Background: an optimization exercise with open tools, aiming at small area. Do not read the settings as production practice.
Function was checked by simulation only, so behaviour that the tests miss may differ from the original.
Power is estimated from default activity; no workload was simulated.

## systolic_array
module systolic_array #(
    parameter SIZE = 4,               
    parameter DATA_WIDTH = 8,
    parameter ACC_WIDTH = 32
)(
    input wire clk,
    input wire rst_n,
    input wire enable,
    input wire acc_clear,
    input wire signed [DATA_WIDTH-1:0] a_in_0,
    input wire signed [DATA_WIDTH-1:0] a_in_1,
    input wire signed [DATA_WIDTH-1:0] a_in_2,
    input wire signed [DATA_WIDTH-1:0] a_in_3,
    input wire signed [DATA_WIDTH-1:0] w_in_0,
    input wire signed [DATA_WIDTH-1:0] w_in_1,
    input wire signed [DATA_WIDTH-1:0] w_in_2,
    input wire signed [DATA_WIDTH-1:0] w_in_3,
    output wire signed [ACC_WIDTH-1:0] acc_out_00, acc_out_01, acc_out_02, acc_out_03,
    output wire signed [ACC_WIDTH-1:0] acc_out_10, acc_out_11, acc_out_12, acc_out_13,
    output wire signed [ACC_WIDTH-1:0] acc_out_20, acc_out_21, acc_out_22, acc_out_23,
    output wire signed [ACC_WIDTH-1:0] acc_out_30, acc_out_31, acc_out_32, acc_out_33
);
export LEC_CHECK = 0
export ABC_AREA = 1
export CAP_MARGIN = 20
export CORE_MARGIN = 2
export CORE_UTILIZATION = 60
export SLEW_MARGIN = 20
export SYNTH_HIERARCHICAL = 1
export SYNTH_MINIMUM_KEEP_SIZE = 0
create_clock -name core_clock -period 12.0 [get_ports {clk}]
standard.sh (not shown) runs the stock make flow with config.mk's settings and CLKGATE_MAP_FILE= SYNTH_SCRIPT=/design/flow/synth_recipe.tcl, a recipe that flattens the netlist after the stock synthesis.
==> flow/flow/run.sh <==
#!/bin/bash
# Own layout flow: the standard layout (standard.sh) with three changes:
# - synthesis is the standard flow's (synth_recipe.tcl), but ABC maps with flow/abc_area.script;
# - floorplan does not run repair_timing on the unplaced netlist (wire-load
#   timing of the unbuffered high-fanout nets made it upsize gates needlessly);
# - the port buffers that global placement inserts on every input and output
#   are the smallest buffer cell (buf_1);
# - clock tree synthesis uses clkbuf_16 with up to 24 flip-flops per leaf
#   buffer and inserts no dummy loads.
# make's output goes to standard.log; ORFS keeps each step's log under orfs/logs.
set -euo pipefail
export OWN_WORK=$PWD
export OWN_ABC_SCRIPT=$PWD/flow/abc_area.script
bash standard.sh finish \
  "SYNTH_SCRIPT=$PWD/flow/synth.tcl" \
  REMOVE_ABC_BUFFERS=1 \
  "BUFFER_PORTS_ARGS=-buffer_cell sky130_fd_sc_hd__buf_1" \
  "CTS_ARGS=-sink_clustering_enable -repair_clock_nets -dont_use_dummy_load -buf_list sky130_fd_sc_hd__clkbuf_16 -sink_buffer_max_cap_derate 1.0 -sink_clustering_size 24 -sink_clustering_max_diameter 100" \
  > standard.log 2>&1
==> flow/flow/abc_area.script <==
strash
dch
amap
topo
==> flow/flow/synth.tcl <==
# The standard flow's synthesis (synth_recipe.tcl in the work folder), with ABC's
# technology mapping script replaced by flow/abc_area.script (area mapping
# without ABC's own buffering and sizing; the layout's repair steps size and
# buffer the netlist afterwards).
proc abc {args} {
  set i [lsearch -exact $args -script]
  if {$i >= 0} {
    set args [lreplace $args $i [expr {$i + 1}] -script $::env(OWN_ABC_SCRIPT)]
  }
  yosys abc {*}$args
}
source $::env(OWN_WORK)/synth_recipe.tcl
The starting point went through all stages and came out clean.
Change:
--- a/flow/flow/run.sh
+++ b/flow/flow/run.sh
@@ -2,6 +2,4 @@
 # Own layout flow: the standard layout (standard.sh) with three changes:
 # - synthesis is the standard flow's (synth_recipe.tcl), but ABC maps with flow/abc_area.script;
-# - floorplan does not run repair_timing on the unplaced netlist (wire-load
-#   timing of the unbuffered high-fanout nets made it upsize gates needlessly);
 # - the port buffers that global placement inserts on every input and output
 #   are the smallest buffer cell (buf_1);
@@ -14,5 +12,4 @@
 bash standard.sh finish \
   "SYNTH_SCRIPT=$PWD/flow/synth.tcl" \
-  REMOVE_ABC_BUFFERS=1 \
   "BUFFER_PORTS_ARGS=-buffer_cell sky130_fd_sc_hd__buf_1" \
   "CTS_ARGS=-sink_clustering_enable -repair_clock_nets -dont_use_dummy_load -buf_list sky130_fd_sc_hd__clkbuf_16 -sink_buffer_max_cap_derate 1.0 -sink_clustering_size 24 -sink_clustering_max_diameter 100" \
Effect: The changed run finished clean; core utilization climbs by 0.69 points; non-clock buffer count decreases by 64; total power grows by about 6%; sequential power barely changes; design area rose by about 1%; worst setup slack improved by 0.26 ns; register-to-register slack improved by 0.30 ns; hold slack improved by 0.0067 ns.
Change:
==> flow/run.sh (new file) <==
#!/bin/bash
# synth_recipe.tcl (not shown) runs the flow's synth.tcl, then flattens the netlist and writes it again
# the make line also repeats each setting of config.mk as NAME=value (left out here)
make -C /OpenROAD-flow-scripts/flow DESIGN_CONFIG=/design/flow/config.mk WORK_HOME=/design/flow/orfs CLKGATE_MAP_FILE= SYNTH_SCRIPT=/design/flow/synth_recipe.tcl finish
Settings changed: CORE_UTILIZATION 60 to 40.
removed: flow/flow/run.sh
removed: flow/flow/abc_area.script
removed: flow/flow/synth.tcl
removed: flow/standard.sh
The changed run passed the timing, design-rule and antenna checks; cell area is higher by roughly a tenth; sequential cell count does not change; clock-buffer cell count is higher by 93; power is higher by a little under a tenth; via count is higher by a few percent.
Change:
==> flow/flow/run.sh (new file) <==
#!/bin/bash
# Own layout flow: the standard layout (standard.sh) with these changes:
# - synthesis is the standard flow's (synth_recipe.tcl), but ABC maps with flow/abc_area.script;
# - floorplan does not run repair_timing on the unplaced netlist (wire-load
#   timing of the unbuffered high-fanout nets made it upsize gates needlessly);
# - the port buffers that global placement inserts on every input and output
#   are the smallest buffer cell (buf_1);
# - clock tree synthesis uses clkbuf_16 with up to 24 flip-flops per leaf
#   buffer and inserts no dummy loads.
# make's output goes to standard.log; ORFS keeps each step's log under orfs/logs.
set -euo pipefail
export OWN_WORK=$PWD
export OWN_ABC_SCRIPT=$PWD/flow/abc_area.script
bash standard.sh finish \
  "SYNTH_SCRIPT=$PWD/flow/synth.tcl" \
  REMOVE_ABC_BUFFERS=1 \
  "BUFFER_PORTS_ARGS=-buffer_cell sky130_fd_sc_hd__buf_1" \
  "CTS_ARGS=-sink_clustering_enable -repair_clock_nets -dont_use_dummy_load -buf_list sky130_fd_sc_hd__clkbuf_16 -sink_buffer_max_cap_derate 1.0 -sink_clustering_size 24 -sink_clustering_max_diameter 100" \
  > standard.log 2>&1
==> flow/flow/abc_area.script (new file) <==
strash
dch
amap
topo
==> flow/flow/synth.tcl (new file) <==
# The standard flow's synthesis (synth_recipe.tcl in the work folder), with ABC's
# technology mapping script replaced by flow/abc_area.script (area mapping
# without ABC's own buffering and sizing; the layout's repair steps size and
# buffer the netlist afterwards).
proc abc {args} {
  set i [lsearch -exact $args -script]
  if {$i >= 0} {
    set args [lreplace $args $i [expr {$i + 1}] -script $::env(OWN_ABC_SCRIPT)]
  }
  yosys abc {*}$args
}
source $::env(OWN_WORK)/synth_recipe.tcl
==> flow/standard.sh (new file) <==
#!/bin/bash
# synth_recipe.tcl (not shown) runs the flow's synth.tcl, then flattens the netlist and writes it again
# the make line also repeats each setting of config.mk as NAME=value (left out here)
make -C /OpenROAD-flow-scripts/flow DESIGN_CONFIG=/design/flow/config.mk WORK_HOME=/design/flow/orfs CLKGATE_MAP_FILE= SYNTH_SCRIPT=/design/flow/synth_recipe.tcl "${@:-finish}"
Settings changed: CORE_UTILIZATION 40 to 60.
removed: flow/run.sh
Final area goes down by 11%.
Hold slack improves by 0.046 ns.
Setup slack loses 0.25 ns.
Power fell by 12%.
Register-to-register slack loses 0.31 ns.
Synthesized area drops by 3.6%.
Count of clock-buffer cells in the layout came out lower by 93.
Flip-flop and latch count stays the same.
Critical path depth climbs by 1.
Final cell count came out lower by 14%.

========
Another version of the RTL of systolic_array (not shown whole).
Size in the first run: about 5800 cells after synthesis, ~770 flip-flops, ~580 I/O pins, about 56000 µm² of cells after synthesis.
// systolic_array
module systolic_array #(
    parameter SIZE = 4,               
    parameter DATA_WIDTH = 8,
    parameter ACC_WIDTH = 32
)(
    input wire clk,
    input wire rst_n,
    input wire enable,
    input wire acc_clear,
    input wire signed [DATA_WIDTH-1:0] a_in_0,
    input wire signed [DATA_WIDTH-1:0] a_in_1,
    input wire signed [DATA_WIDTH-1:0] a_in_2,
    input wire signed [DATA_WIDTH-1:0] a_in_3,
    input wire signed [DATA_WIDTH-1:0] w_in_0,
    input wire signed [DATA_WIDTH-1:0] w_in_1,
    input wire signed [DATA_WIDTH-1:0] w_in_2,
    input wire signed [DATA_WIDTH-1:0] w_in_3,
    output wire signed [ACC_WIDTH-1:0] acc_out_00, acc_out_01, acc_out_02, acc_out_03,
    output wire signed [ACC_WIDTH-1:0] acc_out_10, acc_out_11, acc_out_12, acc_out_13,
    output wire signed [ACC_WIDTH-1:0] acc_out_20, acc_out_21, acc_out_22, acc_out_23,
    output wire signed [ACC_WIDTH-1:0] acc_out_30, acc_out_31, acc_out_32, acc_out_33
);
    wire signed [DATA_WIDTH-1:0] a_wire [0:SIZE-1][0:SIZE];
    wire signed [DATA_WIDTH-1:0] w_wire [0:SIZE][0:SIZE-1];
    wire signed [ACC_WIDTH-1:0] acc_wire [0:SIZE-1][0:SIZE-1];
    assign a_wire[0][0] = a_in_0;
    assign a_wire[1][0] = a_in_1;
    assign a_wire[2][0] = a_in_2;
    assign a_wire[3][0] = a_in_3;
    assign w_wire[0][0] = w_in_0;
    assign w_wire[0][1] = w_in_1;
    assign w_wire[0][2] = w_in_2;
    assign w_wire[0][3] = w_in_3;
    assign acc_out_00 = acc_wire[0][0];
    assign acc_out_01 = acc_wire[0][1];
  ...
export LEC_CHECK = 0
export ABC_AREA = 1
export CAP_MARGIN = 20
export CORE_MARGIN = 2
export CORE_UTILIZATION = 70
export SLEW_MARGIN = 20
export SYNTH_HIERARCHICAL = 1
export SYNTH_MINIMUM_KEEP_SIZE = 0
create_clock -name core_clock -period 12.0 [get_ports {clk}]
==> flow/flow/run.sh <==
#!/bin/bash
# Own layout flow: the standard layout (standard.sh) with these changes:
# - synthesis is the standard flow's (synth_recipe.tcl), but ABC maps with flow/abc_area.script;
# - floorplan does not run repair_timing on the unplaced netlist (wire-load
#   timing of the unbuffered high-fanout nets made it upsize gates needlessly);
# - the port buffers that global placement inserts on every input and output
#   are the smallest buffer cell (buf_1);
# - clock tree synthesis uses clkbuf_16 with up to 28 flip-flops per leaf
#   buffer and inserts no dummy loads.
# make's output goes to standard.log; ORFS keeps each step's log under orfs/logs.
set -euo pipefail
export OWN_WORK=$PWD
export OWN_ABC_SCRIPT=$PWD/flow/abc_area.script
bash standard.sh finish \
  "SYNTH_SCRIPT=$PWD/flow/synth.tcl" \
  REMOVE_ABC_BUFFERS=1 \
  "BUFFER_PORTS_ARGS=-buffer_cell sky130_fd_sc_hd__buf_1" \
  "CTS_ARGS=-sink_clustering_enable -repair_clock_nets -dont_use_dummy_load -buf_list sky130_fd_sc_hd__clkbuf_16 -sink_buffer_max_cap_derate 1.0 -sink_clustering_size 28 -sink_clustering_max_diameter 100" \
  > standard.log 2>&1
==> flow/flow/abc_area.script <==
strash
dch
amap
topo
==> flow/flow/synth.tcl <==
# The standard flow's synthesis (synth_recipe.tcl in the work folder), with ABC's
# technology mapping script replaced by flow/abc_area.script (area mapping
# without ABC's own buffering and sizing; the layout's repair steps size and
# buffer the netlist afterwards).
proc abc {args} {
  set i [lsearch -exact $args -script]
  if {$i >= 0} {
    set args [lreplace $args $i [expr {$i + 1}] -script $::env(OWN_ABC_SCRIPT)]
  }
  yosys abc {*}$args
}
source $::env(OWN_WORK)/synth_recipe.tcl
Next try:
--- a/flow/flow/run.sh
+++ b/flow/flow/run.sh
@@ -7,3 +7,3 @@
 #   are the smallest buffer cell (buf_1);
-# - clock tree synthesis uses clkbuf_16 with up to 28 flip-flops per leaf
+# - clock tree synthesis uses clkbuf_16 with up to 24 flip-flops per leaf
 #   buffer and inserts no dummy loads.
@@ -17,3 +17,3 @@
   "BUFFER_PORTS_ARGS=-buffer_cell sky130_fd_sc_hd__buf_1" \
-  "CTS_ARGS=-sink_clustering_enable -repair_clock_nets -dont_use_dummy_load -buf_list sky130_fd_sc_hd__clkbuf_16 -sink_buffer_max_cap_derate 1.0 -sink_clustering_size 28 -sink_clustering_max_diameter 100" \
+  "CTS_ARGS=-sink_clustering_enable -repair_clock_nets -dont_use_dummy_load -buf_list sky130_fd_sc_hd__clkbuf_16 -sink_buffer_max_cap_derate 1.0 -sink_clustering_size 24 -sink_clustering_max_diameter 100" \
   > standard.log 2>&1
CORE_UTILIZATION = 60   (was 70)
=> Setup slack improved by 200 ps; total power came out higher by 0.51%; routed wire length grows by 0.43%.
Next try:
CORE_UTILIZATION = 70   (was 60)
Result: Cell area decreases by 0.69%; maximum frequency decreases by 1.7%; routed wire length decreases by 0.43%; die area decreases by 14%; global-route usage increases by 4.9 points; count of clock-buffer cells in the layout decreases by 3; via count increases by 3.3%.

-- re-timing with driven ports --
In the flow no input, the clock included, has a driving cell. The finished layouts below were timed again as built, in two steps.
Step 1 assumes that a clkbuf_16 drives the clock port and a buf_2 every other input.
Step 2 adds t to the input delays and takes it off the output delays; t is the mean of the earliest and latest rising clock arrival at the registers after step 1. Input paths then give back, and output paths get back, about the clock's delay inside the block.
a / b / c = no drivers / after step 1 / after step 2; a / b = the first two.
run	t, ns	setup slack, ns	worst hold slack (ns)	slew at the worst register clock pin (ns)	pins driven straight from the clock port
the first run of note 1	0.706	0.779 / 0.826 / 0.120	0.500 / 0.500 / 0.500	0.11 / 0.11	1
the second run of note 1	0.688	1.043 / 1.084 / 0.397	0.507 / 0.507 / 0.507	0.10 / 0.10	1
the third run of note 1	0.778	1.033 / 1.064 / 0.286	0.455 / 0.455 / 0.455	0.06 / 0.06	1
the fourth run of note 1	0.706	0.779 / 0.826 / 0.120	0.500 / 0.500 / 0.500	0.11 / 0.11	1
the first run of note 2	0.659	0.522 / 0.567 / -0.092	0.462 / 0.462 / 0.462	0.12 / 0.12	1
the second run of note 2	0.682	0.722 / 0.765 / 0.083	0.465 / 0.465 / 0.465	0.11 / 0.11	1
the third run of note 2	0.668	0.527 / 0.573 / -0.096	0.481 / 0.481 / 0.481	0.10 / 0.10	1
With both steps, setup timing fails in the first run of note 2 and the third run of note 2, where it was met with ideal ports. The setup slack of the third run of note 1, which loses most, moves by +0.031 ns with the drivers and by -0.747 ns with both steps.
